What follows belongs to an exercise in optimizing a design on an open flow for small area; a production flow would make more cautious choices.
At most, simulation tests tie the RTL to the original design; equivalence was not proved.
The RTL of runs 2 to 5 was laid out without a check of its function.
The clock port is modelled as an ideal driver; clocking choices that lean on that would not hold on a real chip.
Power figures rest on the tool's default switching activity, not on a simulated workload.

## flow/design.v

```verilog
`timescale 1ns / 1ps
module keypad_scan(
    input clk,
    input rst,
    input [3:0] col,           
    output [3:0] row,          
    output reg [3:0] key_code,
    output key_pulse
);
    reg [1:0] rowi;
    reg [6:0] cnt;
    reg [11:0] deb;
    reg held;
    localparam SCAN_LAST = 7'd96;       
    localparam DEB_PULSE = 12'd1257;    
    assign row = ~(4'b0001 << rowi);
    wire none = (col == 4'b1111);
    wire idle = (deb == 12'd0) && !held;
    assign key_pulse = (deb == DEB_PULSE) && !held;
    reg [1:0] c;
    reg one;
    always @(*) begin
        one = 1'b1;
        case (col)
            4'b1110: c = 2'd0;
            4'b1101: c = 2'd1;
            4'b1011: c = 2'd2;
            4'b0111: c = 2'd3;
            default: begin c = 2'd1; one = 1'b0; end
        endcase
    end
    always @(posedge clk or posedge rst) begin
        if (rst) begin
            rowi <= 2'd0;
            cnt <= 7'd0;
            deb <= 12'd0;
            held <= 1'b0;
        end else begin
            if (idle) begin
                cnt <= {~cnt[6], cnt[4:0], ~(cnt[5] ^ cnt[4])};
                if (cnt == SCAN_LAST)
                    rowi <= rowi + 2'd1;
            end
            if (none) begin
                deb <= 12'd0;
                held <= 1'b0;
            end else begin
                deb <= {deb[10:0], ~(deb[11] ^ deb[10] ^ deb[9] ^ deb[3])};
                if (key_pulse)
                    held <= 1'b1;
            end
        end
    end
    always @(posedge clk)
        if (idle && !none)
            key_code <= {one ? rowi : 2'd3, c};
endmodule
`timescale 1ns / 1ps
module digilock(
    input clk,
    input rst,
    input key_pulse,
    input [3:0] key_code,
    output reg led0,
    output reg [2:0] wrong_leds
);
    localparam L0   = 3'd0,
               L1   = 3'd1,
               L2   = 3'd2,
               OUT  = 3'd3,
               UNL  = 3'd4,
               OLD  = 3'd5,
               NEW  = 3'd6,
               CONF = 3'd7;
    localparam [16:0] T_BLINK_OFF = 17'd76063;
    localparam [16:0] T_LOCK_END  = 17'd64822;
    reg [2:0] state;
    reg [2:0] dcnt;           
    reg match;                
    reg [15:0] stored;        
    reg dflt;                 
    reg [15:0] newp;          
    reg [16:0] tlo;
    reg [1:0] thi;
    reg blink;
    wire is_clear   = (key_code == 4'd3);
    wire is_confirm = (key_code == 4'd7);
    wire is_digit   = !(key_code == 4'd3 || key_code == 4'd7 || key_code == 4'd11 ||
                        key_code == 4'd12 || key_code == 4'd14 || key_code == 4'd15);
    wire locked = (state == L0 || state == L1 || state == L2);
    wire timing = (state == OUT || state == OLD || state == NEW || state == CONF);
    wire [15:0] code = dflt ? 16'h0124 : stored;
    reg [3:0] sdig;
    always @(*)
        case (dcnt[1:0])
            2'd0: sdig = code[15:12];
            2'd1: sdig = code[11:8];
            2'd2: sdig = code[7:4];
            default: sdig = code[3:0];
        endcase
    wire [3:0] want = (state == CONF) ? newp[15:12] : sdig;
    wire same = (key_code == want);
    wire take = key_pulse && is_digit && !dcnt[2] && state != UNL && state != OUT;
    wire full = dcnt[2];
    wire tlo_low0 = (tlo[15:0] == 16'd0);
    wire tlo_wrap = tlo[16] && tlo_low0;      
    wire lockout_end = thi[1] && (tlo == T_LOCK_END);
    always @(posedge clk) begin
        tlo <= {tlo[15:0], timing && (tlo[16] ^ tlo[13] ^ tlo_low0)};
        thi[0] <= timing && (thi[0] || tlo_wrap);
        thi[1] <= timing && (thi[1] || (thi[0] && tlo_wrap));
        blink <= !timing || tlo_wrap || (blink && tlo != T_BLINK_OFF);
    end
    always @(posedge clk)
        if (key_pulse && is_confirm && state == CONF && full && match)
            stored <= newp;
    always @(posedge clk)
        if (take) begin
            match <= (dcnt == 3'd0 || match) && same;
            if (state == NEW || state == CONF)
                newp <= {newp[11:0], (state == NEW) ? key_code : newp[15:12]};
        end
    always @(posedge clk or posedge rst) begin
        if (rst) begin
            state <= L0;
            dcnt <= 3'd0;
            dflt <= 1'b1;
        end else if (take) begin
            dcnt <= dcnt + 3'd1;
        end else if (state == OUT) begin
            if (lockout_end)
                state <= L0;
        end else if (key_pulse) begin
            if (locked) begin
                if (is_clear)
                    dcnt <= 3'd0;
                else if (is_confirm && full) begin
                    if (match) begin
                        state <= UNL;
                        dcnt <= 3'd0;
                    end else if (state == L2) begin
                        state <= OUT;
                        dcnt <= 3'd0;
                    end else
                        state <= state + 3'd1;
                end
            end else if (state == UNL) begin
                if (is_confirm)
                    state <= L0;
                else if (is_clear)
                    state <= OLD;
            end else if (is_clear) begin
                state <= L0;
                dcnt <= 3'd0;
            end else if (is_confirm) begin
                if (state == NEW) begin
                    if (full) begin
                        state <= CONF;
                        dcnt <= 3'd0;
                    end
                end else if (full && match) begin
                    state <= (state == OLD) ? NEW : UNL;
                    dcnt <= 3'd0;
                    if (state == CONF)
                        dflt <= 1'b0;
                end else begin
                    state <= L0;
                    dcnt <= 3'd0;
                end
            end
        end
    end
    always @(*) begin
        led0 = 1'b0;
        wrong_leds = 3'b000;
        case (state)
            L1:   wrong_leds = 3'b001;
            L2:   wrong_leds = 3'b011;
            OUT:  wrong_leds = {3{blink}};
            UNL:  led0 = 1'b1;
            OLD, NEW, CONF: led0 = blink;
            default: ;
        endcase
    end
endmodule
`timescale 1ns / 1ps
module top(
    input clk,
    input rst,
    input [3:0] col,
    output [3:0] row,
    output led0,
    output [2:0] wrong_leds
);
    wire [3:0] key_code;
    wire key_pulse;
    keypad_scan U1 (
        .clk(clk),
        .rst(rst),
        .col(col),
        .row(row),
        .key_code(key_code),
        .key_pulse(key_pulse)
    );
    digilock U2 (
        .clk(clk),
        .rst(rst),
        .key_pulse(key_pulse),
        .key_code(key_code),
        .led0(led0),
        .wrong_leds(wrong_leds)
    );
endmodule
```

## flow/flow/run.sh

```bash
#!/bin/bash
# Own layout flow: the standard synthesis, then the combinational logic
# between the registers is re-mapped by ABC with an area-oriented script
# (registers are kept as they are: same instances, names and cell types).
# The re-mapped netlist is checked against the standard one by a SAT proof
# with the registers cut; if the check fails, the standard netlist is kept.
# The rest is the standard layout (standard.sh).
set -euo pipefail
W=$(cd "$(dirname "$0")/.." && pwd)
F=$W/flow
cd "$W"
R=$W/orfs/results/$FLOW_PLATFORM/top/base
LIB=$FLOW_HOME/platforms/$FLOW_PLATFORM/lib/sky130_fd_sc_hd__tt_025C_1v80.lib
YOSYS=$(command -v yosys || echo "$FLOW_HOME/../tools/install/yosys/bin/yosys")

bash standard.sh synth > "$W/synth_standard.log" 2>&1
cp "$R/1_2_yosys.v" "$W/std_1_2_yosys.v"

# don't-use cells, as the platform lists them
DU=""
for c in $(sed -n '/DONT_USE_CELLS/,/^$/p' "$FLOW_HOME/platforms/$FLOW_PLATFORM/config.mk" | tr -d '\\' | tr ' ' '\n' | grep '^sky130'); do
  DU="$DU -dont_use $c"
done
FLOPS=$(grep -oE "sky130_fd_sc_hd__(df|edf|sdf|dl)[a-z0-9_]+" "$W/std_1_2_yosys.v" | sort -u | tr '\n' ' ')

cat > "$W/resynth.ys" <<EOY
read_liberty -ignore_miss_func $LIB
blackbox $FLOPS
read_verilog $W/std_1_2_yosys.v
hierarchy -top $FLOW_TOP
flatten
opt_clean -purge
opt -purge
abc -liberty $LIB $DU -script $F/area.abc
read_liberty -lib -overwrite $LIB
splitnets
opt_clean -purge
hilomap -singleton -hicell sky130_fd_sc_hd__conb_1 HI -locell sky130_fd_sc_hd__conb_1 LO
opt_clean -purge
check -assert -mapped
stat -liberty $LIB
write_verilog -noattr -nohex -nodec $W/resynth_1_2_yosys.v
EOY
ok=1
"$YOSYS" -s "$W/resynth.ys" > "$W/resynth.log" 2>&1 || ok=0

if [[ $ok == 1 ]]; then
  # equivalence: registers cut into ports, combinational SAT proof
  python3 "$F/cutff.py" "$W/std_1_2_yosys.v" "$W/eq_gold.v" gold > "$W/cutff.log" 2>&1 || ok=0
  python3 "$F/cutff.py" "$W/resynth_1_2_yosys.v" "$W/eq_gate.v" gate >> "$W/cutff.log" 2>&1 || ok=0
fi
if [[ $ok == 1 ]]; then
  "$YOSYS" -p "read_liberty -ignore_miss_func $LIB; read_verilog $W/eq_gold.v $W/eq_gate.v; hierarchy; flatten; opt_clean; miter -equiv -flatten -make_assert -ignore_gold_x gold gate miter; hierarchy -top miter; sat -verify -prove-asserts -set-init-zero" > "$W/equiv.log" 2>&1 || ok=0
fi
if [[ $ok == 1 ]]; then
  cp "$W/resynth_1_2_yosys.v" "$R/1_2_yosys.v"
  rm -f "$R/1_synth.odb" "$R/1_synth.sdc"
  echo "using the re-mapped netlist" > "$W/resynth_used.txt"
else
  echo "re-mapping failed or not proven; keeping the standard netlist" > "$W/resynth_used.txt"
fi

export BUFFER_PORTS_ARGS="-buffer_cell sky130_fd_sc_hd__buf_1"
export CTS_ARGS="-sink_clustering_enable -repair_clock_nets -dont_use_dummy_load"
bash standard.sh > "$W/layout_standard.log" 2>&1
```

## flow/flow/area.abc

```
strash
&get -n
&deepsyn -T 20
&put
dch -f
amap
```

## flow/flow/cutff.py

```python
import re,sys
# Replace flop instances by module ports: Q -> input ff_<n>_Q, other pins -> outputs ff_<n>_<pin>
src=open(sys.argv[1]).read()
name=sys.argv[3]
inst_re=re.compile(r'\n\s*(sky130_fd_sc_hd__(?:df|edf|sdf|dl)[a-z0-9_]+)\s+(\\\S+|\S+)\s*\((.*?)\);',re.S)
ins=[];outs=[];assigns=[]
def san(s): return re.sub(r'[^A-Za-z0-9_]','_',s)
def rep(m):
    cell,inst,body=m.group(1),m.group(2),m.group(3)
    key=san(inst)
    for pm in re.finditer(r'\.(\w+)\(([^()]*)\)',body):
        pin,net=pm.group(1),pm.group(2).strip()+' '
        if pin=='CLK': continue
        p=f'ff_{key}_{pin}'
        if pin in ('Q','Q_N'):
            ins.append(p); assigns.append(f'  assign {net} = {p};')
        else:
            outs.append(p); assigns.append(f'  assign {p} = {net};')
    return '\n'
src=inst_re.sub(rep,src)
m=re.search(r'module top\((.*?)\);',src,re.S)
ports=m.group(1).strip()
newports=ports+''.join(', '+p for p in ins+outs)
decl=''.join(f'  input {p};\n' for p in ins)+''.join(f'  output {p};\n' for p in outs)
src=src[:m.start()]+f'module {name}({newports});\n'+decl+src[m.end():]
src=src.replace('endmodule','\n'.join(assigns)+'\nendmodule')
open(sys.argv[2],'w').write(src)
print(len(ins),len(outs),file=sys.stderr)
```

## flow/standard.sh

```bash
#!/bin/bash
# synth_recipe.tcl (not shown) runs the flow's synth.tcl, then flattens the netlist and writes it again
# the make line also repeats each setting of config.mk as NAME=value (left out here)
make -C /OpenROAD-flow-scripts/flow DESIGN_CONFIG=/design/flow/config.mk WORK_HOME=/design/flow/orfs CLKGATE_MAP_FILE= SYNTH_SCRIPT=/design/flow/synth_recipe.tcl "${@:-finish}"
```

## flow/config.mk

```make
export PLATFORM = sky130hd
export DESIGN_NAME = top
export DESIGN_NICKNAME = top
export VERILOG_FILES = /design/flow/design.v
export SDC_FILE = /design/flow/constraint.sdc
export NUM_CORES = 4
export LEC_CHECK = 0
export CAP_MARGIN = 20
export CORE_MARGIN = 2
export CORE_UTILIZATION = 40
export SLEW_MARGIN = 20
```

## flow/constraint.sdc

```tcl
create_clock -name core_clock -period 10.0 [get_ports {clk}]
set_input_delay 2.0000 -clock core_clock [delete_from_list [all_inputs] [get_ports {clk}]]
set_output_delay 2.0000 -clock core_clock [all_outputs]
set_load 0.01 [all_outputs]
```

==> flow_summary.yaml, run 1 <==
finish:
  fin_area_mm2: 0.00360
  synthToLayoutAreaGrowth_pct: 10.0
  final_cell_mix: "nor2_1, clkinv_1, edfxtp_1"
  layout.nets: 336
  final_common_cell: "nor2_1"
  drive_above_1_share_pct: 4.57
  stdcell_count: 430
  antenna_cells: 0
  fin_util_pct: 46.1
flow_run:
  maxCapViolCount: 0
route:
  drt-pass1-iter-count: 4
  drc: 0
  wl_um: 5820
  vias: 2195
  ant_nets: 0
  top_layer: "met4"
  wl_met3_um: 201
  drt_iter0_markers: 92
  via_per_inst: 5.10
  wl_per_cell_um: 13.5
  wl_met1_um: 2770
  wl_met2_um: 2780
critical_path:
  crit_arrival_ns: 1.65
  worstSetupStartpoint: "U2.state[1]"
  endpoint_kind: "output port"
  path_class: "reg2out"
  r2r_start: "U1.held"
  cp_max_fo: 5
  required_ns: 8.00
  cp-start-kind: "register"
sta:
  min_period_ns: 3.65
  fin_setup_tns_ns: 0
  fin_crit_sh_pct: 36.5
  layout_setup_ws_ns: 6.35
  skew_ns: 0.0242
  worstMarginPinSlew_ns: 0.809
  maxSlewViolCount: 0
  setup_viol: 0
  max-slew-margin-rel_pct: 45.8
  hold_viol: 0
  fmax_mhz: 274
  rsz0062_at_grt: "no"
place:
  routabilityCongestion: 0.805
  portBuffers: 13
  placed_area_mm2: 0.00348
  dp_cells: 421
  pre_cts_ws_ns: 6.61
  hpwl_um: 4160
die:
  dieArea_mm2: 0.00892
  io_pins: 14
  die_x_um: 94.4
  dieHeight_um: 94.4
  rows: 32
  initial_core_util_pct: 41.9
  core_region_area_mm2: 0.00781
worst_hold_path:
  worstHoldPathType: "reg2reg"
  min-delay-start: "U2.tlo[7]"
clocking:
  cts-root-buf: "clkbuf_8"
  numCtsBuffers: 9
  cts_resized: 0
  cts_max_path_buffers: 2
  cts_setup_buffers: 0
  htreeDepth: 3
  path_clk_slew_ns: 0.08
  clock-sinks: 86
  hold_buffers: 0
  clk_latency_ns: 0.35
  cts_tree: "done"
global_routing:
  grt.overflow.total: 0
  antenna_found_initial: 0
  grt_util_all_layers_pct: 15.0
  grt_pass1_wl_um: 10200
  grt_pass1_vias: 2191
  grt_max_degree: 30
power_and_ir_drop:
  clkPwrFrac_pct: 28.2
  swShare_pct: 23.4
  comb_power_share_pct: 8.8
  p_leak_uw: 0.00128
  p_per_area_mw_per_mm2: 180
  pwr-share-seq_pct: 63.0
  power.switching_uw: 152
  peakVddDrop_uv: 121
  internal_power_uw: 497
status:
  status: "finished clean"
synthesis:
  syn_area_per_cell_um2: 10.8
  syn_nets: 309
  syn-instance-count: 303
  yosysWarnings: 2
  netlist_area_mm2: 0.00327
-- layout make-up --
class / instances / area, um2
sequential: 86 / 2240
inverter: 44 / 165
tap: 102 / 128
timing repair buffer: 16 / 71.3
multi-input combinational: 173 / 873
fill: 736 / 4210
clock buffer: 9 / 124
-- state kept, by name (all words and copies together), names as in the netlist --
register / cells
U1.key_code: 4
U1.deb: 12
U1.cnt: 7
U2.thi: 2
U2.match: 1
U1.rowi: 2
U2.stored: 16
U2.dflt: 1
U2.newp: 16
U2.state: 3
U2.tlo: 17
U2.blink: 1
U1.held: 1
U2.dcnt: 3
-- layer usage --
metal | up-vias | GRT usage (%)
met5 | - | 0
met4 | 0 | 5.07
met3 | 5 | 5.03
met2 | 34 | 24.3
met1 | 1055 | 19.1
li1 | 1101 | -
-- power by group through the flow --
stage | registers, uW | clock network, uW | logic [uW]
after floorplan | 412 | 0 | 45.9
after global placement | 416 | 0 | 56.4
after detailed placement | 415 | 0 | 58.2
after CTS | 409 | 190 | 58.0
after global routing | 411 | 203 | 66.2
final | 409 | 183 | 57.0
-- worst paths after layout --
check / endpoint / slack (ns) / cells after the start
max: wrong_leds[1] / 6.35 / 7
min: U2.tlo[8] / 0.33 / 0
max reg2reg: U2.state[1] / 7.57 / 9
min reg2reg: U2.tlo[8] / 0.33 / 0
max in group asynchronous: U1.held / 7.87 / 2
min in group asynchronous: U1.deb[3] / 1.70 / 2
-- worst max-delay path, cell delays in order (launching register included) --
cell and delay [ns]:
dfrtp_1 0.41, clkinv_1 0.14, nor2_1 0.18, nand2_1 0.13, nor2_1 0.14, nor2_1 0.07
nor2_1 0.09, buf_1 0.15
-- through the flow --
stage	hold slack [ns]	power, uW
after floorplan	0.324	457
after global placement	0.330	472
after detailed placement	0.341	474
after CTS	0.335	657
after global routing	0.340	680
final	0.332	649
==> run 2: changes to the inputs <==
--- a/flow/design.v
+++ b/flow/design.v
@@ -7,6 +7,7 @@
     output reg [3:0] key_code,
     output key_pulse
 );
+    reg idle;
     reg [1:0] rowi;
     reg [6:0] cnt;
     reg [11:0] deb;
@@ -15,8 +16,7 @@
     localparam DEB_PULSE = 12'd1257;    
     assign row = ~(4'b0001 << rowi);
     wire none = (col == 4'b1111);
-    wire idle = (deb == 12'd0) && !held;
-    assign key_pulse = (deb == DEB_PULSE) && !held;
+    assign key_pulse = (deb == DEB_PULSE) && !held && !idle;
     reg [1:0] c;
     reg one;
     always @(*) begin
@@ -31,25 +31,24 @@
     end
     always @(posedge clk or posedge rst) begin
         if (rst) begin
+            idle <= 1'b1;
             rowi <= 2'd0;
             cnt <= 7'd0;
-            deb <= 12'd0;
-            held <= 1'b0;
         end else begin
+            idle <= none;
             if (idle) begin
                 cnt <= {~cnt[6], cnt[4:0], ~(cnt[5] ^ cnt[4])};
                 if (cnt == SCAN_LAST)
                     rowi <= rowi + 2'd1;
             end
-            if (none) begin
-                deb <= 12'd0;
-                held <= 1'b0;
-            end else begin
-                deb <= {deb[10:0], ~(deb[11] ^ deb[10] ^ deb[9] ^ deb[3])};
-                if (key_pulse)
-                    held <= 1'b1;
-            end
         end
+    end
+    always @(posedge clk) begin
+        if (idle)
+            deb <= 12'd1;
+        else
+            deb <= {deb[10:0], ~(deb[11] ^ deb[10] ^ deb[9] ^ deb[3])};
+        held <= !none && !idle && (held || key_pulse);
     end
     always @(posedge clk)
         if (idle && !none)
--- a/flow/config.mk
+++ b/flow/config.mk
@@ -5,7 +5,8 @@
 export SDC_FILE = /design/flow/constraint.sdc
 export NUM_CORES = 4
 export LEC_CHECK = 0
-export CAP_MARGIN = 20
+export CAP_MARGIN = 0
 export CORE_MARGIN = 2
 export CORE_UTILIZATION = 40
-export SLEW_MARGIN = 20
+export GPL_TIMING_DRIVEN = 0
+export SLEW_MARGIN = 0
==> run 2 against run 1 <==
- combinational power increased by 3.7%
- global-route usage decreased by 0.23 points
- register-to-register slack got worse by 0.26 ns
- wire length decreased by 0.53%
- die area decreased by 0.62%
- critical endpoint is now wrong_leds[0]
==> flow_summary.yaml, run 2 <==
sta:
  fin_setup_tns_ns: 0
  min_period_ns: 3.74
  fmax_mhz: 267
  rsz0062_at_grt: "no"
  hold_viol: 0
  skew_ns: 0.0167
  layout_setup_ws_ns: 6.26
  max-slew-margin-rel_pct: 54.2
  worstMarginPinSlew_ns: 0.682
  fin_crit_sh_pct: 37.4
  maxSlewViolCount: 0
  setup_viol: 0
worst_hold_path:
  min-delay-start: "U2.tlo[10]"
  worstHoldPathType: "reg2reg"
power_and_ir_drop:
  p_leak_uw: 0.00124
  power_uw: 657
  p_per_area_mw_per_mm2: 184
  peakVddDrop_uv: 84.9
synthesis:
  syn_nets: 313
  netlist_area_mm2: 0.00325
  yosysWarnings: 2
  syn_area_per_cell_um2: 10.6
  syn-instance-count: 307
route:
  vias: 2207
  drc: 0
  drt_iter0_markers: 116
  wl_um: 5790
  ant_nets: 0
  wl_per_cell_um: 13.4
  via_per_inst: 5.10
  drt-pass1-iter-count: 5
place:
  hpwl_um: 4070
  dp_cells: 424
  portBuffers: 13
  pre_cts_ws_ns: 6.65
  routabilityCongestion: 0.843
clocking:
  clock-sinks: 87
  cts-root-buf: "clkbuf_8"
  cts_setup_buffers: 0
  cts_resized: 0
  hold_buffers: 0
  htreeDepth: 3
  cts_max_path_buffers: 2
  numCtsBuffers: 9
  path_clk_slew_ns: 0.09
  cts_tree: "done"
  clk_latency_ns: 0.35
critical_path:
  worstSetupStartpoint: "U2.state[1]"
  cp_max_fo: 5
  endpoint_kind: "output port"
  crit_path_frequent_cell: "nor2_1"
  crit_family: "simple AND/OR/NAND/NOR gates"
  r2r_start: "U1.deb[7]"
  crit_arrival_ns: 1.74
  required_ns: 8.00
  path_class: "reg2out"
  slowest_stage: "dfrtp_1"
  slowest_delay_ns: 0.43
  cp-start-kind: "register"
  crit_chain: "clkinv_1 -> nor2b_1 -> nand2_1 -> nor2_1 -> nor2_1 -> nor2_1 -> buf_1"
  cp_num_buf_inv: 2
die:
  initial_core_util_pct: 41.6
  rows: 32
  dieHeight_um: 94.1
  core_region_area_mm2: 0.00781
  die_x_um: 94.1
  dieArea_mm2: 0.00886
  io_pins: 14
finish:
  top_regs: "U2.tlo x17, U2.newp x16, U2.stored x16"
  antenna_cells: 0
  final_common_cell: "nor2_1"
  drive_above_1_share_pct: 4.23
  largest_register: "U2.tlo"
  synthToLayoutAreaGrowth_pct: 9.97
  layout.nets: 339
  final_cell_mix: "nor2_1, clkinv_1, edfxtp_1"
  largest_register_ff_count: 17
  stdcell_count: 433
  fin_util_pct: 45.8
global_routing:
  grt_pass1_wl_um: 9960
  grt_pass1_vias: 2060
  grt_util_all_layers_pct: 14.8
  antenna_found_initial: 0
  grt_max_degree: 23
  grt.overflow.total: 0
flow_run:
  maxCapViolCount: 0
status:
  status: "finished clean"
[run 2: area by class of cell]
cell class	count	area, um2
inverter	41	154
tap	102	128
sequential	87	2200
timing repair buffer	15	67.6
fill	743	4230
multi-input combinational	179	902
clock buffer	9	124
[run 2: metrics by stage]
step	hold WS, ns	cell area [um2]
2_1_floorplan	0.324	3250
3_3_place_gp	0.329	3430
5_1_grt	0.347	3570
3_5_place_dp	0.333	3450
6_report	0.345	3570
4_1_cts	0.346	3570
[run 2: metal layers]
metal	vias up	global-route usage (%)	wire length, um
li1	1123	-	-
met1	1014	20.8	2870
met2	56	21.4	2510
met4	0	6.04	125
met3	14	4.33	281
met5	-	0	0
[run 2: power breakdown]
| part | switching, uW | internal (uW) | leakage [uW] | total (uW) |
|---|---|---|---|---|
| clock | 103 | 80.6 | 0.0000647 | 184 |
| sequential | 14.9 | 400 | 0.000754 | 415 |
| combinational | 36.6 | 22.5 | 0.000421 | 59.1 |
| total | 155 | 503 | 0.00124 | 657 |
[run 2: worst paths after layout]
check                                end  slack (ns)  cells after the start
setup / recovery           wrong_leds[0]        6.26                      7
hold / removal                U2.tlo[11]        0.35                      0
setup reg to reg             U2.state[1]        7.31                      9
hold reg to reg               U2.tlo[11]        0.35                      0
max in group asynchronous        U2.dflt        7.99                      2
min in group asynchronous      U1.cnt[3]        1.65                      2
==> run 3: changes to the inputs <==
--- a/flow/config.mk
+++ b/flow/config.mk
@@ -8,5 +8,4 @@
 export CAP_MARGIN = 0
 export CORE_MARGIN = 2
 export CORE_UTILIZATION = 40
-export GPL_TIMING_DRIVEN = 0
 export SLEW_MARGIN = 0
==> run 3 against run 2 <==
- first-iteration DRC count rose by 35%
- worst setup slack better by 0.016 ns
- sequential share of layout area increased by 0.065 points
- via count shrank 3.1%
- critical path depth did not move
- sequential power is essentially flat
==> flow_summary.yaml, run 3 <==
clocking:
  numCtsBuffers: 9
  clk_latency_ns: 0.36
  clock-sinks: 87
  htreeDepth: 3
  cts_tree: "done"
  cts_resized: 0
  cts-root-buf: "clkbuf_8"
  path_clk_slew_ns: 0.09
  cts_max_path_buffers: 2
  hold_buffers: 0
  cts_setup_buffers: 0
die:
  rows: 32
  dieHeight_um: 94.1
  initial_core_util_pct: 41.6
  core_region_area_mm2: 0.00781
  io_pins: 14
  die_x_um: 94.1
  dieArea_mm2: 0.00886
power_and_ir_drop:
  power_uw: 658
  p_per_area_mw_per_mm2: 184
  peakVddDrop_uv: 103
  p_leak_uw: 0.00124
global_routing:
  grt_pass1_vias: 1999
  grt_use_met3_pct: 4.82
  grt_util_all_layers_pct: 14.5
  grt.overflow.total: 0
  use_met2_pct: 20.7
  antenna_found_initial: 0
  busiest_layer: "met2"
  grt_pass1_wl_um: 9500
  grt_util_met1_pct: 19.7
  grt_max_degree: 23
route:
  drc: 0
  drt_iter0_markers: 157
  ant_nets: 0
  wl_per_cell_um: 13.0
  drt-pass1-iter-count: 4
  via_per_inst: 4.94
  wl_um: 5630
  vias: 2139
critical_path:
  r2r_start: "U1.deb[7]"
  endpoint_kind: "output port"
  path_class: "reg2out"
  crit_path_frequent_cell: "nor2_1"
  worstSetupStartpoint: "U2.state[1]"
  slowest_delay_ns: 0.42
  crit_chain: "clkinv_1 -> nor2b_1 -> nand2_1 -> nor2_1 -> nor2_1 -> nor2_1 -> buf_1"
  cp-start-kind: "register"
  crit_arrival_ns: 1.73
  slowest_stage: "dfrtp_1"
  cp_max_fo: 5
  required_ns: 8.00
sta:
  fin_setup_tns_ns: 0
  setup_viol: 0
  layout_setup_ws_ns: 6.27
  rsz0062_at_grt: "no"
  fmax_mhz: 268
  maxSlewViolCount: 0
  min_period_ns: 3.73
  hold_viol: 0
  max-slew-margin-rel_pct: 55.9
  fin_crit_sh_pct: 37.3
  skew_ns: 0.0211
  worstMarginPinSlew_ns: 0.657
synthesis:
  syn-instance-count: 307
  syn_nets: 313
  syn_area_per_cell_um2: 10.6
  netlist_area_mm2: 0.00325
  yosysWarnings: 2
worst_hold_path:
  worstHoldPathType: "reg2reg"
  min-delay-start: "U2.tlo[11]"
finish:
  largest_register: "U2.tlo"
  drive_above_1_share_pct: 4.23
  fin_util_pct: 45.7
  layout.nets: 339
  antenna_cells: 0
  synthToLayoutAreaGrowth_pct: 9.85
  final_cell_mix: "nor2_1, clkinv_1, edfxtp_1"
  largest_register_ff_count: 17
  top_regs: "U2.tlo x17, U2.newp x16, U2.stored x16"
  fillers: 752
  final_common_cell: "nor2_1"
place:
  portBuffers: 13
  hpwl_um: 4010
  pre_cts_ws_ns: 6.66
  routabilityCongestion: 0.851
status:
  status: "finished clean"
flow_run:
  maxCapViolCount: 0
[run 3: final timing paths]
kind	to	slack, ns	cells past startpoint
worst max-delay path	wrong_leds[0]	6.27	7
worst min-delay path	U2.tlo[12]	0.34	0
worst max register to register	U2.state[1]	7.29	9
worst min register to register	U2.tlo[12]	0.34	0
max in group asynchronous	U2.dflt	8.02	2
min in group asynchronous	U2.state[0]	1.62	2
[run 3: area by class of cell]
| cell class | count | area (um2) | share of cell area [%] |
|---|---|---|---|
| Sequential cell | 87 | 2200 | 61.6 |
| Tap cell | 102 | 128 | 3.57 |
| Multi-Input combinational cell | 179 | 902 | 25.3 |
| Timing Repair Buffer | 15 | 63.8 | 1.79 |
| Clock buffer | 9 | 124 | 3.47 |
| Inverter | 41 | 154 | 4.31 |
[run 3: worst max-delay path, delay by kind of cell, from the launching register on]
kind / cells / cell delay, ns
AND/OR/NAND/NOR: 5 / 0.65
flip-flops: 1 / 0.42
buffers and inverters: 2 / 0.29
[run 3: report_power, final]
part           internal (uW)  switching, uW
logic                   22.4           36.5
registers                400           15.2
clock network           80.5            104
[run 3: routing by layer]
layer | vias to the layer above | wire, um
li1 | 1119 | -
met1 | 968 | 2870
met2 | 42 | 2400
met3 | 10 | 230
met4 | 0 | 123
met5 | - | 0
[run 3: through the flow]
stage | hold WS [ns] | cell area, um2 | std cells
3_3_place_gp | 0.332 | 3450 | 424
3_5_place_dp | 0.338 | 3450 | 424
4_1_cts | 0.342 | 3570 | 433
2_1_floorplan | 0.324 | 3250 | 307
6_report | 0.340 | 3570 | 433
5_1_grt | 0.343 | 3570 | 433
==> run 4: changes to the inputs <==
--- a/flow/flow/run.sh
+++ b/flow/flow/run.sh
@@ -61,5 +61,7 @@
 fi
 
 export BUFFER_PORTS_ARGS="-buffer_cell sky130_fd_sc_hd__buf_1"
+export TREE_ROOT_CELL=sky130_fd_sc_hd__clkbuf_4 TREE_LEAF_CELL=sky130_fd_sc_hd__clkbuf_8 TREE_GROUPS=6
+export PRE_CTS_TCL="$F/tree.tcl"
 export CTS_ARGS="-sink_clustering_enable -repair_clock_nets -dont_use_dummy_load"
 bash standard.sh > "$W/layout_standard.log" 2>&1
==> flow/flow/tree.tcl (new file) <==
# Clock tree by hand: one root buffer at the registers' centroid driving
# one leaf buffer per group of registers (groups split by position).
set root_cell sky130_fd_sc_hd__clkbuf_8
set leaf_cell sky130_fd_sc_hd__clkbuf_8
if {[info exists ::env(TREE_ROOT_CELL)]} { set root_cell $::env(TREE_ROOT_CELL) }
if {[info exists ::env(TREE_LEAF_CELL)]} { set leaf_cell $::env(TREE_LEAF_CELL) }
set ngroups 4
if {[info exists ::env(TREE_GROUPS)]} { set ngroups $::env(TREE_GROUPS) }
set block [ord::get_db_block]
set dbu [$block getDbUnitsPerMicron]
set regs {}
foreach inst [$block getInsts] {
  if {[[$inst getMaster] isSequential]} {
    set bb [$inst getBBox]
    lappend regs [list $inst [expr {([$bb xMin] + [$bb xMax]) / 2.0 / $dbu}] [expr {([$bb yMin] + [$bb yMax]) / 2.0 / $dbu}]]
  }
}
proc centroid {l} {
  set sx 0; set sy 0
  foreach r $l { set sx [expr {$sx + [lindex $r 1]}]; set sy [expr {$sy + [lindex $r 2]}] }
  return [list [expr {$sx / [llength $l]}] [expr {$sy / [llength $l]}]]
}
# split recursively, alternating x and y, into ngroups groups
proc split_groups {l n axis} {
  if {$n <= 1} { return [list $l] }
  set s [lsort -real -index $axis $l]
  set h [expr {[llength $s] / 2}]
  set a [lrange $s 0 [expr {$h - 1}]]
  set b [lrange $s $h end]
  set na [expr {$n / 2}]
  set nb [expr {$n - $na}]
  set next [expr {$axis == 1 ? 2 : 1}]
  return [concat [split_groups $a $na $next] [split_groups $b $nb $next]]
}
set c [centroid $regs]
puts "tree: [llength $regs] registers, root $root_cell at $c"
insert_buffer -buffer_cell $root_cell -net clk -location $c -buffer_name clktree_root -net_name clktree_root_net
set i 0
foreach g [split_groups $regs $ngroups 1] {
  set pins {}
  foreach r $g {
    set inst [lindex $r 0]
    lappend pins [sta::find_pin "[$inst getName]/CLK"]
  }
  set gc [centroid $g]
  puts "tree: leaf $i, [llength $g] registers at $gc"
  insert_buffer -buffer_cell $leaf_cell -net clktree_root_net -load_pins $pins -location $gc -buffer_name clktree_leaf_$i -net_name clktree_leaf_net_$i
  incr i
}
==> run 4 against run 3 <==
- critical path type unchanged
- largest power group unchanged
- maximum frequency fell by 0.88%
- via count fell by 0.89%
- synthesized cell count did not move
==> flow_summary.yaml, run 4 <==
die:
  dieHeight_um: 94.1
  dieArea_mm2: 0.00886
  initial_core_util_pct: 41.6
  die_x_um: 94.1
  io_pins: 14
  rows: 32
  core_region_area_mm2: 0.00781
global_routing:
  grt_pass1_wl_um: 9370
  grt_pass1_vias: 1962
  antenna_found_initial: 0
  grt_max_degree: 23
  grt_util_all_layers_pct: 13.0
  grt.overflow.total: 0
place:
  placed_area_mm2: 0.00345
  hpwl_um: 4010
  portBuffers: 13
  routabilityCongestion: 0.851
finish:
  top_regs: "U2.tlo x17, U2.newp x16, U2.stored x16"
  largest_register: "U2.tlo"
  antenna_cells: 0
  drive_above_1_share_pct: 3.65
  largest_register_ff_count: 17
  layout.nets: 337
  final_common_cell: "nor2_1"
  fillers: 757
  final_cell_mix: "nor2_1, clkinv_1, edfxtp_1"
  synthToLayoutAreaGrowth_pct: 8.81
  fin_area_mm2: 0.00354
critical_path:
  cp_max_fo: 5
  path_class: "reg2out"
  r2r_cells: 9
  endpoint_kind: "output port"
  cp-start-kind: "register"
  crit_arrival_ns: 1.76
  required_ns: 8.00
power_and_ir_drop:
  power_uw: 632
  peakVddDrop_uv: 91.7
  p_per_area_mw_per_mm2: 179
  p_leak_uw: 0.00122
route:
  vias: 2120
  wl_per_cell_um: 12.9
  drc: 0
  drt_iter0_markers: 120
  via_per_inst: 4.92
  wl_um: 5560
  ant_nets: 0
  drt-pass1-iter-count: 4
sta:
  min_period_ns: 3.76
  whs_ns: 0.327
  worstMarginPinSlew_ns: 0.653
  fin_crit_sh_pct: 37.6
  hold_viol: 0
  rsz0062_at_grt: "no"
  max-slew-margin-rel_pct: 56.2
  setup_viol: 0
  skew_ns: 0.0432
  maxSlewViolCount: 0
  fmax_mhz: 266
  fin_setup_tns_ns: 0
clocking:
  hold_buffers: 0
  cts_resized: 0
  cts_setup_buffers: 0
  clk_latency_ns: 0.43
  path_clk_slew_ns: 0.12
synthesis:
  netlist_area_mm2: 0.00325
  syn_nets: 313
  syn_area_per_cell_um2: 10.6
  yosysWarnings: 2
  syn-instance-count: 307
worst_hold_path:
  hold_path_depth: 0
  worstHoldPathType: "reg2reg"
flow_run:
  maxCapViolCount: 0
status:
  status: "finished clean"
[run 4: per-layer routing]
layer / track usage [%] / wire [um] / share of wire (%)
met4: 1.93 / 92 / 1.7
met5: 0 / 0 / 0
met2: 20.3 / 2340 / 42
met1: 19.7 / 2830 / 51
met3: 1.61 / 286 / 5.1
[run 4: layout make-up, clock buffers not listed]
| type | count | area, um2 | area share [%] |
|---|---|---|---|
| flip-flops and latches | 87 | 2200 | 62.2 |
| inverters | 41 | 154 | 4.35 |
| well taps | 102 | 128 | 3.61 |
| multi-input cells | 179 | 902 | 25.5 |
| repair buffers | 15 | 63.8 | 1.80 |
[run 4: worst paths after layout]
| check | start | endpoint | slack (ns) |
|---|---|---|---|
| max | U2.state[1] | wrong_leds[0] | 6.24 |
| min | U2.tlo[10] | U2.tlo[11] | 0.33 |
| max reg2reg | U1.deb[7] | U2.state[1] | 7.20 |
| min reg2reg | U2.tlo[10] | U2.tlo[11] | 0.33 |
| max in group asynchronous | rst | U2.dflt | 8.08 |
| min in group asynchronous | rst | U1.cnt[6] | 1.53 |
[run 4: worst max-delay path: stages, from the launching register on]
cell,delay (ns)
dfrtp_1,0.41
clkinv_1,0.14
nor2b_1,0.23
nand2_1,0.13
nor2_1,0.14
nor2_1,0.07
nor2_1,0.08
buf_1,0.15
[run 4: report_power, final]
group / leakage (uW) / internal (uW) / switching, uW / total (uW)
sequential: 0.000754 / 400 / 15.2 / 415
combinational: 0.000420 / 22.4 / 36.5 / 59.0
clock: 0.0000477 / 58.4 / 99.5 / 158
[run 4: through the flow]
stage	util [%]	worst slack [ns]	std cells
floorplan	-	6.76	307
global placement	44.2	6.75	424
detailed placement	44.2	6.66	424
CTS	45.3	6.65	431
global route	45.3	5.97	431
finish	45.3	6.24	431
==> run 5: changes to the inputs <==
--- a/flow/flow/run.sh
+++ b/flow/flow/run.sh
@@ -61,7 +61,7 @@
 fi
 
 export BUFFER_PORTS_ARGS="-buffer_cell sky130_fd_sc_hd__buf_1"
-export TREE_ROOT_CELL=sky130_fd_sc_hd__clkbuf_4 TREE_LEAF_CELL=sky130_fd_sc_hd__clkbuf_8 TREE_GROUPS=6
+export TREE_ROOT_CELL=sky130_fd_sc_hd__clkbuf_4 TREE_LEAF_CELL=sky130_fd_sc_hd__clkbuf_8 TREE_GROUPS=5
 export PRE_CTS_TCL="$F/tree.tcl"
 export CTS_ARGS="-sink_clustering_enable -repair_clock_nets -dont_use_dummy_load"
 bash standard.sh > "$W/layout_standard.log" 2>&1
==> run 5 against run 4 <==
- total power down 1.5%
- global-route usage barely moved
- synthesized cell count stayed put
- core utilization fell by 0.18 points
- largest power group unchanged
==> flow_summary.yaml, run 5 <==
status:
  status: "finished clean"
place:
  placed_area_mm2: 0.00345
  routabilityCongestion: 0.851
  hpwl_um: 4010
  portBuffers: 13
  pre_cts_ws_ns: 6.66
die:
  dieArea_mm2: 0.00886
  die_x_um: 94.1
  core_region_area_mm2: 0.00781
  io_pins: 14
  initial_core_util_pct: 41.6
  rows: 32
  dieHeight_um: 94.1
critical_path:
  crit_arrival_ns: 1.75
  crit_path_frequent_cell: "nor2_1"
  cp_num_buf_inv: 2
  endpoint_kind: "output port"
  path_class: "reg2out"
  required_ns: 8.00
  cp_max_fo: 5
  cp-start-kind: "register"
  crit_chain: "clkinv_1 -> nor2b_1 -> nand2_1 -> nor2_1 -> nor2_1 -> nor2_1 -> buf_1"
  crit_family: "simple AND/OR/NAND/NOR gates"
  slowest_delay_ns: 0.42
  slowest_stage: "dfrtp_1"
finish:
  antenna_cells: 0
  synthToLayoutAreaGrowth_pct: 8.39
  final_cell_mix: "nor2_1, clkinv_1, edfxtp_1"
  largest_register: "U2.tlo"
  seqCellArea_mm2: 0.00220
  top_regs: "U2.tlo x17, U2.newp x16, U2.stored x16"
  layout.nets: 336
  drive_above_1_share_pct: 3.35
  final_common_cell: "nor2_1"
  largest_register_ff_count: 17
  fillers: 757
  fin_area_mm2: 0.00352
  multi_input_area_um2: 902
sta:
  layout_setup_ws_ns: 6.25
  worstMarginPinSlew_ns: 0.653
  whs_ns: 0.326
  max-slew-margin-rel_pct: 56.2
  fin_crit_sh_pct: 37.5
  maxSlewViolCount: 0
  fmax_mhz: 267
  min_period_ns: 3.75
  setup_viol: 0
  hold_viol: 0
  skew_ns: 0.0382
  fin_setup_tns_ns: 0
  rsz0062_at_grt: "no"
power_and_ir_drop:
  peakVddDrop_uv: 91.7
  p_leak_uw: 0.00121
  p_per_area_mw_per_mm2: 177
synthesis:
  syn-instance-count: 307
  netlist_area_mm2: 0.00325
  syn_area_per_cell_um2: 10.6
  syn_nets: 313
  yosysWarnings: 2
clocking:
  clk_latency_ns: 0.42
  cts_resized: 0
  cts_setup_buffers: 0
  path_clk_slew_ns: 0.12
  hold_buffers: 0
global_routing:
  grt_util_all_layers_pct: 12.9
  grt_pass1_vias: 1949
  grt.overflow.total: 0
  grt_pass1_wl_um: 9350
  antenna_found_initial: 0
  grt_max_degree: 23
route:
  wl_um: 5580
  ant_nets: 0
  drt-pass1-iter-count: 5
  wl_per_cell_um: 13.0
  via_per_inst: 4.93
  drt_iter0_markers: 134
  drc: 0
  vias: 2119
worst_hold_path:
  worstHoldPathType: "reg2reg"
flow_run:
  maxCapViolCount: 0
==> run 5: power by group <==
group	total, uW	switching [uW]	internal, uW
Clock	149	98.6	49.9
Sequential	415	15.2	400
Combinational	59.0	36.5	22.4
==> run 5: through the flow <==
step	total power (uW)	util, %	std cells
4_1_cts	593	45.1	430
6_report	622	45.1	430
3_3_place_gp	480	44.2	424
2_1_floorplan	465	-	307
5_1_grt	655	45.1	430
3_5_place_dp	482	44.2	424
==> run 5: worst reg2reg max path: stages (launching register included) <==
cell and delay [ns]:
dfxtp_1 0.34, clkinv_1 0.06, or4_1 0.48, nor2_1 0.12, nand3_1 0.10, or4_1 0.53
o32ai_1 0.26, nor4b_1 0.41, a21oi_1 0.13, a41o_1 0.22
==> run 5: routing by layer <==
metal	vias to the layer above	track usage [%]	part of all wire, %
met2	43	20.1	42
met5	-	0	0
met4	0	2.05	1.8
li1	1114	-	-
met3	6	1.44	4.9
met1	956	19.9	51
==> run 5: worst paths after layout <==
| path | startpoint | to | slack (ns) | cells past startpoint |
|---|---|---|---|---|
| hold reg to reg | U2.tlo[10] | U2.tlo[11] | 0.33 | 0 |
| setup / recovery | U2.state[1] | wrong_leds[0] | 6.25 | 7 |
| max in group asynchronous | rst | U2.dflt | 8.07 | 2 |
| hold / removal | U2.tlo[10] | U2.tlo[11] | 0.33 | 0 |
| min in group asynchronous | rst | U1.cnt[6] | 1.55 | 2 |
| setup reg to reg | U1.deb[7] | U2.state[1] | 7.20 | 9 |
==> run 5: area by class of cell, clock buffers not listed <==
type / count / area share (%)
Sequential cell: 87 / 62.4
Inverter: 41 / 4.37
Multi-Input combinational cell: 179 / 25.6
Timing Repair Buffer: 15 / 1.81
Tap cell: 102 / 3.62
==> run 6: changes to the inputs <==
--- a/flow/design.v
+++ b/flow/design.v
@@ -88,15 +88,16 @@
                         key_code == 4'd12 || key_code == 4'd14 || key_code == 4'd15);
     wire locked = (state == L0 || state == L1 || state == L2);
     wire timing = (state == OUT || state == OLD || state == NEW || state == CONF);
-    wire [15:0] code = dflt ? 16'h0124 : stored;
-    reg [3:0] sdig;
+    reg [3:0] rdig;
     always @(*)
         case (dcnt[1:0])
-            2'd0: sdig = code[15:12];
-            2'd1: sdig = code[11:8];
-            2'd2: sdig = code[7:4];
-            default: sdig = code[3:0];
+            2'd0: rdig = stored[15:12];
+            2'd1: rdig = stored[11:8];
+            2'd2: rdig = stored[7:4];
+            default: rdig = stored[3:0];
         endcase
+    wire [3:0] ddig = {1'b0, dcnt[1:0] == 2'd3, dcnt[1:0] == 2'd2, dcnt[1:0] == 2'd1};
+    wire [3:0] sdig = dflt ? ddig : rdig;
     wire [3:0] want = (state == CONF) ? newp[15:12] : sdig;
     wire same = (key_code == want);
     wire take = key_pulse && is_digit && !dcnt[2] && state != UNL && state != OUT;
==> run 6 against run 5 <==
- still clean
- register-to-register slack better by 0.06 ns
- clock skew is 0.0018 ns lower
- worst setup slack got worse by 0.16 ns
- synthesized cell count down 2.3%
- maximum frequency fell by 4.0%
- sequential share of layout area up 0.22 points
- first-iteration DRC count down 10%
==> flow_summary.yaml, run 6 <==
finish:
  layout.nets: 329
  fillers: 740
  largest_register_ff_count: 17
  final_common_cell: "clkinv_1"
  largest_register: "U2.tlo"
  fin_area_mm2: 0.00351
  drive_above_1_share_pct: 3.12
  fin_util_pct: 45.0
  top_regs: "U2.tlo x17, U2.newp x16, U2.stored x16"
  synthToLayoutAreaGrowth_pct: 8.26
  stdcell_count: 423
  final_cell_mix: "clkinv_1, nor2_1, edfxtp_1"
  antenna_cells: 0
route:
  vias: 2125
  ant_nets: 0
  drc: 0
  drt_iter0_markers: 120
  drt-pass1-iter-count: 5
  wl_um: 5610
  via_per_inst: 5.02
  wl_per_cell_um: 13.3
critical_path:
  crit_arrival_ns: 1.90
  path_class: "reg2out"
  cp-start-kind: "register"
  cp_max_fo: 11
  endpoint_kind: "output port"
  required_ns: 8.00
power_and_ir_drop:
  p_per_area_mw_per_mm2: 174
  peakVddDrop_uv: 90.0
  p_leak_uw: 0.00124
  pwr-share-seq_pct: 67.6
  swShare_pct: 23.4
  power.switching_uw: 143
  clkPwrFrac_pct: 24.3
  comb_power_share_pct: 8.1
  internal_power_uw: 468
sta:
  skew_ns: 0.0364
  setup_viol: 0
  maxSlewViolCount: 0
  worstMarginPinSlew_ns: 0.684
  max-slew-margin-rel_pct: 54.1
  fmax_mhz: 256
  min_period_ns: 3.90
  rsz0062_at_grt: "no"
  fin_setup_tns_ns: 0
  fin_crit_sh_pct: 39.0
  hold_viol: 0
status:
  status: "finished clean"
clocking:
  cts_setup_buffers: 0
  path_clk_slew_ns: 0.12
  clk_latency_ns: 0.41
  cts_resized: 0
  hold_buffers: 0
synthesis:
  yosysWarnings: 2
  syn_area_per_cell_um2: 10.8
  syn_nets: 306
  netlist_area_mm2: 0.00324
  syn-instance-count: 300
place:
  routabilityCongestion: 0.810
  dp_cells: 417
  portBuffers: 13
  hpwl_um: 4100
  placed_area_mm2: 0.00343
flow_run:
  maxCapViolCount: 0
die:
  rows: 32
  initial_core_util_pct: 41.5
  io_pins: 14
  dieHeight_um: 94.0
  die_x_um: 94.0
  core_region_area_mm2: 0.00781
  dieArea_mm2: 0.00884
global_routing:
  grt_max_degree: 23
  antenna_found_initial: 0
  grt.overflow.total: 0
  grt_pass1_wl_um: 9680
  grt_pass1_vias: 2043
  grt_util_all_layers_pct: 13.4
worst_hold_path:
  worstHoldPathType: "reg2reg"
## run 6: per-layer routing
| layer | track usage [%] | part of all wire (%) | vias up |
|---|---|---|---|
| li1 | - | - | 1105 |
| met1 | 20.3 | 52 | 987 |
| met2 | 21.2 | 43 | 25 |
| met3 | 1.44 | 3.5 | 8 |
| met4 | 2.05 | 1.6 | 0 |
| met5 | 0 | 0 | - |
## run 6: worst max-delay path, cell delays in order (launching register included)
cell and delay (ns):
dfrtp_1 0.41, clkinv_1 0.18, nor2_1 0.11, nor2_1 0.32, clkinv_1 0.17, a21oi_1 0.17
buf_1 0.17
## run 6: path summary, 6_finish.rpt
kind	slack (ns)	start	cells after the start	endpoint
setup reg to reg	7.26	U1.held	8	U2.stored[10]
hold / removal	0.35	U2.tlo[7]	0	U2.tlo[8]
max in group asynchronous	8.04	rst	2	U2.dflt
hold reg to reg	0.35	U2.tlo[7]	0	U2.tlo[8]
setup / recovery	6.10	U2.state[2]	6	led0
min in group asynchronous	1.56	rst	2	U1.cnt[0]
## run 6: cell type report, clock buffers not listed
class | instances | area, um2 | share of cell area [%]
multi-input combinational | 167 | 871 | 24.8
inverter | 46 | 173 | 4.92
sequential | 87 | 2200 | 62.7
timing repair buffer | 15 | 63.8 | 1.82
tap | 102 | 128 | 3.64
## run 6: power groups by stage
stage	logic, uW	registers (uW)	clock network [uW]
floorplan	39.4	417	0
global placement	48.4	421	0
detailed placement	50.0	421	0
CTS	50.0	422	110
global route	58.9	417	165
finish	49.4	413	149
## run 6: stage by stage
| stage | hold WS, ns | setup slack [ns] | power, uW |
|---|---|---|---|
| floorplan | 0.324 | 6.75 | 457 |
| global placement | 0.329 | 6.56 | 469 |
| detailed placement | 0.333 | 6.49 | 471 |
| CTS | 0.333 | 6.50 | 581 |
| global route | 0.359 | 5.87 | 641 |
| finish | 0.354 | 6.10 | 611 |
==> run 7: changes to the inputs <==
==> flow/flow/run.sh (replaced) <==
#!/bin/bash
set -euo pipefail
W=$(cd "$(dirname "$0")/.." && pwd)
F=$W/flow
cd "$W"
R=$W/orfs/results/$FLOW_PLATFORM/top/base
LIB=$FLOW_HOME/platforms/$FLOW_PLATFORM/lib/sky130_fd_sc_hd__tt_025C_1v80.lib
YOSYS=$(command -v yosys || echo "$FLOW_HOME/../tools/install/yosys/bin/yosys")

bash standard.sh synth > "$W/synth_standard.log" 2>&1
cp "$R/1_2_yosys.v" "$W/std_1_2_yosys.v"

# don't-use cells, as the platform lists them
DU=""
for c in $(sed -n '/DONT_USE_CELLS/,/^$/p' "$FLOW_HOME/platforms/$FLOW_PLATFORM/config.mk" | tr -d '\\' | tr ' ' '\n' | grep '^sky130'); do
  DU="$DU -dont_use $c"
done
FLOPS=$(grep -oE "sky130_fd_sc_hd__(df|edf|sdf|dl)[a-z0-9_]+" "$W/std_1_2_yosys.v" | sort -u | tr '\n' ' ')

resynth() {  # $1 = candidate name, $2 = mapping commands
  local n=$1
  printf 'strash\n&get -n\n&deepsyn -T 20 -S %s\n&put\n%s\n' "${n#*_s}" "$2" > "$W/rs_$n.abc"
  cat > "$W/rs_$n.ys" <<EOY
read_liberty -ignore_miss_func $LIB
blackbox $FLOPS
read_verilog $W/std_1_2_yosys.v
hierarchy -top $FLOW_TOP
flatten
opt_clean -purge
opt -purge
abc -liberty $LIB $DU -script $W/rs_$n.abc
read_liberty -lib -overwrite $LIB
splitnets
opt_clean -purge
hilomap -singleton -hicell sky130_fd_sc_hd__conb_1 HI -locell sky130_fd_sc_hd__conb_1 LO
opt_clean -purge
check -assert -mapped
tee -o $W/rs_$n.stat stat -liberty $LIB
write_verilog -noattr -nohex -nodec $W/rs_$n.v
EOY
  "$YOSYS" -s "$W/rs_$n.ys" > "$W/rs_$n.log" 2>&1 || rm -f "$W/rs_$n.v"
}

AMAP=$'dch -f\namap'
NF=$'&get -n\n&dch -f\n&nf -R 1000\n&put'
for s in 1 2 3 4; do resynth "amap_s$s" "$AMAP" & resynth "nf_s$s" "$NF" & done
wait

# candidates by area, smallest first
: > "$W/rs_areas.txt"
for v in "$W"/rs_*.v; do
  [[ -f $v ]] || continue
  n=$(basename "$v" .v); n=${n#rs_}
  a=$(grep -m1 "Chip area" "$W/rs_$n.stat" | awk '{print $NF}')
  echo "$a $n" >> "$W/rs_areas.txt"
done
sort -n -o "$W/rs_areas.txt" "$W/rs_areas.txt"

python3 "$F/cutff.py" "$W/std_1_2_yosys.v" "$W/eq_gold.v" gold > "$W/cutff_gold.log" 2>&1
used=""
while read -r a n; do
  if python3 "$F/cutff.py" "$W/rs_$n.v" "$W/eq_gate_$n.v" gate > "$W/cutff_$n.log" 2>&1 &&
     "$YOSYS" -p "read_liberty -ignore_miss_func $LIB; read_verilog $W/eq_gold.v $W/eq_gate_$n.v; hierarchy; flatten; opt_clean; miter -equiv -flatten -make_assert -ignore_gold_x gold gate miter; hierarchy -top miter; sat -verify -prove-asserts -set-init-zero" > "$W/equiv_$n.log" 2>&1; then
    used=$n
    break
  fi
done < "$W/rs_areas.txt"

if [[ -n $used ]]; then
  cp "$W/rs_$used.v" "$R/1_2_yosys.v"
  rm -f "$R/1_synth.odb" "$R/1_synth.sdc"
  echo "using the re-mapped netlist $used" > "$W/resynth_used.txt"
else
  echo "no re-mapped netlist was proven; keeping the standard netlist" > "$W/resynth_used.txt"
fi

export BUFFER_PORTS_ARGS="-buffer_cell sky130_fd_sc_hd__buf_1"
export TREE_ROOT_CELL=sky130_fd_sc_hd__clkbuf_4 TREE_LEAF_CELL=sky130_fd_sc_hd__clkbuf_8 TREE_GROUPS=5
export PRE_CTS_TCL="$F/tree.tcl"
export CTS_ARGS="-sink_clustering_enable -repair_clock_nets -dont_use_dummy_load"
bash standard.sh > "$W/layout_standard.log" 2>&1
removed: flow/flow/area.abc
==> run 7 against run 6 <==
- register-to-register slack worse by 0.13 ns
- worst hold slack worse by 0.023 ns
- sequential cell count unchanged
- total power about the same
- core utilization up 0.14 points
- combinational power down 11%
- largest cell class unchanged
==> flow_summary.yaml, run 7 <==
global_routing:
  grt_pass1_vias: 1929
  grt_pass1_wl_um: 9570
  grt_max_degree: 24
  grt.overflow.total: 0
  antenna_found_initial: 0
  grt_util_all_layers_pct: 13.2
synthesis:
  netlist_area_mm2: 0.00323
  syn_area_per_cell_um2: 12.5
  yosysWarnings: 2
  syn_nets: 264
  syn-instance-count: 258
power_and_ir_drop:
  comb_power_share_pct: 7.2
  p_per_area_mw_per_mm2: 175
  power_uw: 612
  internal_power_uw: 476
  pwr-share-seq_pct: 68.8
  p_leak_uw: 0.00112
  clkPwrFrac_pct: 24.0
  power.switching_uw: 136
  peakVddDrop_uv: 88.5
  swShare_pct: 22.1
route:
  ant_nets: 0
  drt_iter0_markers: 69
  wl_per_cell_um: 14.6
  via_per_inst: 5.10
  vias: 1943
  wl_um: 5570
  drc: 0
  drt-pass1-iter-count: 4
finish:
  largest_register_ff_count: 17
  final_cell_mix: "edfxtp_1, dfxtp_1, nor2_1"
  layout.nets: 287
  synthToLayoutAreaGrowth_pct: 8.44
  drive_above_1_share_pct: 3.94
  seqCellArea_mm2: 0.00220
  final_common_cell: "edfxtp_1"
  top_regs: "U2.tlo x17, U2.newp x16, U2.stored x16"
  fillers: 733
  largest_register: "U2.tlo"
  stdcell_count: 381
  multi_input_area_mm2: 0.00101
  antenna_cells: 0
sta:
  whs_ns: 0.331
  worstMarginPinSlew_ns: 0.721
  rsz0062_at_grt: "no"
  max-slew-margin-rel_pct: 51.6
  fmax_mhz: 274
  fin_setup_tns_ns: 0
  hold_viol: 0
  layout_setup_ws_ns: 6.36
  setup_viol: 0
  min_period_ns: 3.64
  skew_ns: 0.0358
  maxSlewViolCount: 0
  fin_crit_sh_pct: 36.4
place:
  portBuffers: 13
  dp_cells: 375
  hpwl_um: 3830
  pre_cts_ws_ns: 6.78
  routabilityCongestion: 0.790
critical_path:
  cp-start-kind: "register"
  cp_max_fo: 10
  path_class: "reg2out"
  required_ns: 8.00
  crit_arrival_ns: 1.64
  endpoint_kind: "output port"
die:
  io_pins: 14
  initial_core_util_pct: 41.6
  dieArea_mm2: 0.00881
  core_region_area_mm2: 0.00777
  dieHeight_um: 93.9
  rows: 32
  die_x_um: 93.9
clocking:
  path_clk_slew_ns: 0.12
  hold_buffers: 0
  clk_latency_ns: 0.41
  cts_resized: 0
  cts_setup_buffers: 0
worst_hold_path:
  worstHoldPathType: "reg2reg"
flow_run:
  maxCapViolCount: 0
status:
  status: "finished clean"
-- run 7: path summary, 6_finish.rpt --
kind                             start       endpoint  slack, ns  depth (start not counted)
hold / removal              U2.tlo[10]     U2.tlo[11]       0.33                          0
min in group asynchronous          rst     U1.rowi[1]       1.58                          2
setup reg to reg               U1.idle    U2.state[2]       7.13                          9
setup / recovery           U2.state[0]  wrong_leds[1]       6.36                          6
max in group asynchronous          rst        U2.dflt       8.02                          2
hold reg to reg             U2.tlo[10]     U2.tlo[11]       0.33                          0
-- run 7: critical path, cell delays in order, from the launching register on --
cell	delay [ns]
dfrtp_1	0.52
nand2_1	0.11
nor2_1	0.16
and2_0	0.18
nor2_1	0.06
nor2_1	0.09
buf_1	0.15
-- run 7: routing by layer --
metal	global-route usage, %	wire, um
met1	19.4	2870
met2	21.6	2410
met3	1.44	201
met4	1.93	92
met5	0	0
-- run 7: metrics by stage --
step	utilization [%]	cell area [um2]
2_1_floorplan	-	3230
4_1_cts	45.1	3500
3_3_place_gp	44.1	3430
5_1_grt	45.1	3500
6_report	45.1	3500
3_5_place_dp	44.1	3430
-- run 7: power by group through the flow --
| stage | clock network [uW] | logic [uW] | registers [uW] |
|---|---|---|---|
| after floorplan | 0 | 37.4 | 423 |
| after global placement | 0 | 42.6 | 429 |
| after detailed placement | 0 | 44.5 | 429 |
| after CTS | 110 | 44.9 | 429 |
| after global routing | 165 | 52.5 | 425 |
| final | 147 | 44.0 | 421 |
-- run 7: cell type report, clock buffers not listed --
class                           count  area share [%]
Inverter                            6           0.643
Multi-Input combinational cell    165            28.9
Sequential cell                    87            62.8
Tap cell                          102            3.64
Timing Repair Buffer               15            1.82
==> run 8: changes to the inputs <==
--- a/flow/design.v
+++ b/flow/design.v
@@ -66,8 +66,8 @@
     localparam L0   = 3'd0,
                L1   = 3'd1,
                L2   = 3'd2,
-               OUT  = 3'd3,
-               UNL  = 3'd4,
+               UNL  = 3'd3,
+               OUT  = 3'd4,
                OLD  = 3'd5,
                NEW  = 3'd6,
                CONF = 3'd7;
@@ -87,7 +87,7 @@
     wire is_digit   = !(key_code == 4'd3 || key_code == 4'd7 || key_code == 4'd11 ||
                         key_code == 4'd12 || key_code == 4'd14 || key_code == 4'd15);
     wire locked = (state == L0 || state == L1 || state == L2);
-    wire timing = (state == OUT || state == OLD || state == NEW || state == CONF);
+    wire timing = state[2];
     reg [3:0] rdig;
     always @(*)
         case (dcnt[1:0])
--- a/flow/flow/run.sh
+++ b/flow/flow/run.sh
@@ -43,7 +43,7 @@
 
 AMAP=$'dch -f\namap'
 NF=$'&get -n\n&dch -f\n&nf -R 1000\n&put'
-for s in 1 2 3 4; do resynth "amap_s$s" "$AMAP" & resynth "nf_s$s" "$NF" & done
+for s in 1 2 3 4 5 6 7 8; do resynth "amap_s$s" "$AMAP" & resynth "nf_s$s" "$NF" & done
 wait
 
 # candidates by area, smallest first
--- a/flow/flow/tree.tcl
+++ b/flow/flow/tree.tcl
@@ -24,11 +24,12 @@
 proc split_groups {l n axis} {
   if {$n <= 1} { return [list $l] }
   set s [lsort -real -index $axis $l]
-  set h [expr {[llength $s] / 2}]
+  set na [expr {$n / 2}]
+  set nb [expr {$n - $na}]
+  # split in proportion to the number of groups on each side
+  set h [expr {([llength $s] * $na + $n / 2) / $n}]
   set a [lrange $s 0 [expr {$h - 1}]]
   set b [lrange $s $h end]
-  set na [expr {$n / 2}]
-  set nb [expr {$n - $na}]
   set next [expr {$axis == 1 ? 2 : 1}]
   return [concat [split_groups $a $na $next] [split_groups $b $nb $next]]
 }
==> run 8 against run 7 <==
- still clean on timing, DRC and antenna
- die area shrank 0.67%
- total power rose by 0.19%
- clock skew is 0.024 ns lower
- register-to-register slack better by 0.46 ns
- design area fell by 0.46%
- largest power group unchanged
==> flow_summary.yaml, run 8 <==
synthesis:
  netlist_area_mm2: 0.00321
  syn_area_per_cell_um2: 11.2
  syn-instance-count: 287
  yosysWarnings: 2
  syn_nets: 293
sta:
  setup_viol: 0
  hold_viol: 0
  fmax_mhz: 255
  whs_ns: 0.354
  skew_ns: 0.0121
  min_period_ns: 3.92
  maxSlewViolCount: 0
  fin_setup_tns_ns: 0
  rsz0062_at_grt: "no"
  max-slew-margin-rel_pct: 58.6
  worstMarginPinSlew_ns: 0.618
  fin_crit_sh_pct: 39.2
place:
  hpwl_um: 3910
  portBuffers: 13
  placed_area_mm2: 0.00341
  routabilityCongestion: 0.898
route:
  drt-pass1-iter-count: 5
  via_per_inst: 5.23
  drt_iter0_markers: 176
  wl_um: 5650
  wl_per_cell_um: 13.8
  ant_nets: 0
  vias: 2146
  drc: 0
finish:
  synthToLayoutAreaGrowth_pct: 8.70
  antenna_cells: 0
  top_regs: "U2.tlo x17, U2.newp x16, U2.stored x16"
  layout.nets: 316
  multi_input_area_um2: 873
  seqCellArea_mm2: 0.00220
  final_common_cell: "clkinv_1"
  drive_above_1_share_pct: 3.90
  largest_register: "U2.tlo"
  fillers: 738
  fin_area_mm2: 0.00349
  final_cell_mix: "clkinv_1, edfxtp_1, nor2_1"
  fin_util_pct: 44.9
  largest_register_ff_count: 17
die:
  initial_core_util_pct: 41.3
  dieArea_mm2: 0.00875
  dieHeight_um: 93.6
  core_region_area_mm2: 0.00777
  io_pins: 14
  rows: 32
  die_x_um: 93.6
global_routing:
  grt.overflow.total: 0
  grt_pass1_vias: 2043
  grt_pass1_wl_um: 9510
  grt_max_degree: 22
  grt_util_all_layers_pct: 13.1
  antenna_found_initial: 0
critical_path:
  path_class: "reg2out"
  cp_max_fo: 13
  required_ns: 8.00
  cp-start-kind: "register"
  crit_arrival_ns: 1.92
  endpoint_kind: "output port"
power_and_ir_drop:
  p_leak_uw: 0.00127
  p_per_area_mw_per_mm2: 176
  peakVddDrop_uv: 130
  power_uw: 613
clocking:
  hold_buffers: 0
  clk_latency_ns: 0.40
  path_clk_slew_ns: 0.10
  cts_setup_buffers: 0
  cts_resized: 0
status:
  status: "finished clean"
flow_run:
  maxCapViolCount: 0
worst_hold_path:
  worstHoldPathType: "reg2reg"
run 8: path summary, 6_finish.rpt:
kind	start	to	slack, ns	cells past startpoint
min in group asynchronous	rst	U1.cnt[1]	1.55	2
worst max-delay path	U2.state[2]	wrong_leds[1]	6.08	6
worst min register to register	U2.tlo[7]	U2.tlo[8]	0.35	0
worst max register to register	U1.key_code[2]	U2.dcnt[1]	7.59	8
max in group asynchronous	rst	U2.dflt	8.10	2
worst min-delay path	U2.tlo[7]	U2.tlo[8]	0.35	0
run 8: through the flow:
stage	cells	setup slack (ns)
after floorplan	287	6.69
after global placement	404	6.62
after detailed placement	404	6.51
after CTS	410	6.51
after global routing	410	5.82
final	410	6.08
run 8: area by class of cell, clock buffers not listed:
class,instances,share of cell area (%)
Inverter,39,4.20
Multi-Input combinational cell,161,25.0
Sequential cell,87,63.1
Tap cell,102,3.66
Timing Repair Buffer,15,1.83
run 8: report_power, final:
group,total (uW),switching (uW),internal [uW]
Combinational,51.9,30.7,21.2
Clock,147,96.7,49.9
Sequential,414,15.1,399
run 8: worst max-delay path: stages, from the launching register on:
cell and delay [ns]:
dfrtp_1 0.42, clkinv_1 0.34, nor2_1 0.25, nand2_1 0.10
o21ai_0 0.12, nor2b_1 0.15, buf_1 0.15
run 8: metal layers:
layer / GRT usage (%) / routed length [um]
met3: 1.85 / 254
met1: 19.0 / 2810
met5: 0 / 0
met2: 21.0 / 2470
met4: 3.14 / 113

-- what the ideal ports hide --
In the flow no input, the clock included, has a driving cell. The finished layouts below were timed again as built, in two steps. Step 1 sets driving cells, clkbuf_16 on the clock port and buf_2 on the other inputs (assumed; they add their load-dependent delay and slew). Step 2, shift: input delay + t, output delay - t, t = (earliest + latest rising clock arrival at the registers) / 2. This alone moves slack from input paths to output paths. Slacks: ideal / step 1 / step 2; pairs: ideal / step 1.
| run | shift t [ns] | setup slack, ns | worst setup path at the end | pins driven straight from the clock port |
|---|---|---|---|---|
| run 1 | 0.373 | 6.349 / 6.315 / 6.614 | input to register | 1 |
| run 2 | 0.371 | 6.256 / 6.224 / 6.595 | register to output | 1 |
| run 3 | 0.384 | 6.272 / 6.237 / 6.621 | register to output | 1 |
| run 4 | 0.436 | 6.238 / 6.211 / 6.647 | register to output | 1 |
| run 5 | 0.424 | 6.253 / 6.226 / 6.650 | register to output | 1 |
| run 6 | 0.419 | 6.097 / 6.072 / 6.491 | register to output | 1 |
| run 7 | 0.416 | 6.356 / 6.329 / 6.745 | register to output | 1 |
| run 8 | 0.423 | 6.085 / 6.057 / 6.480 | register to output | 1 |
After both steps setup and hold are still met in every run listed.
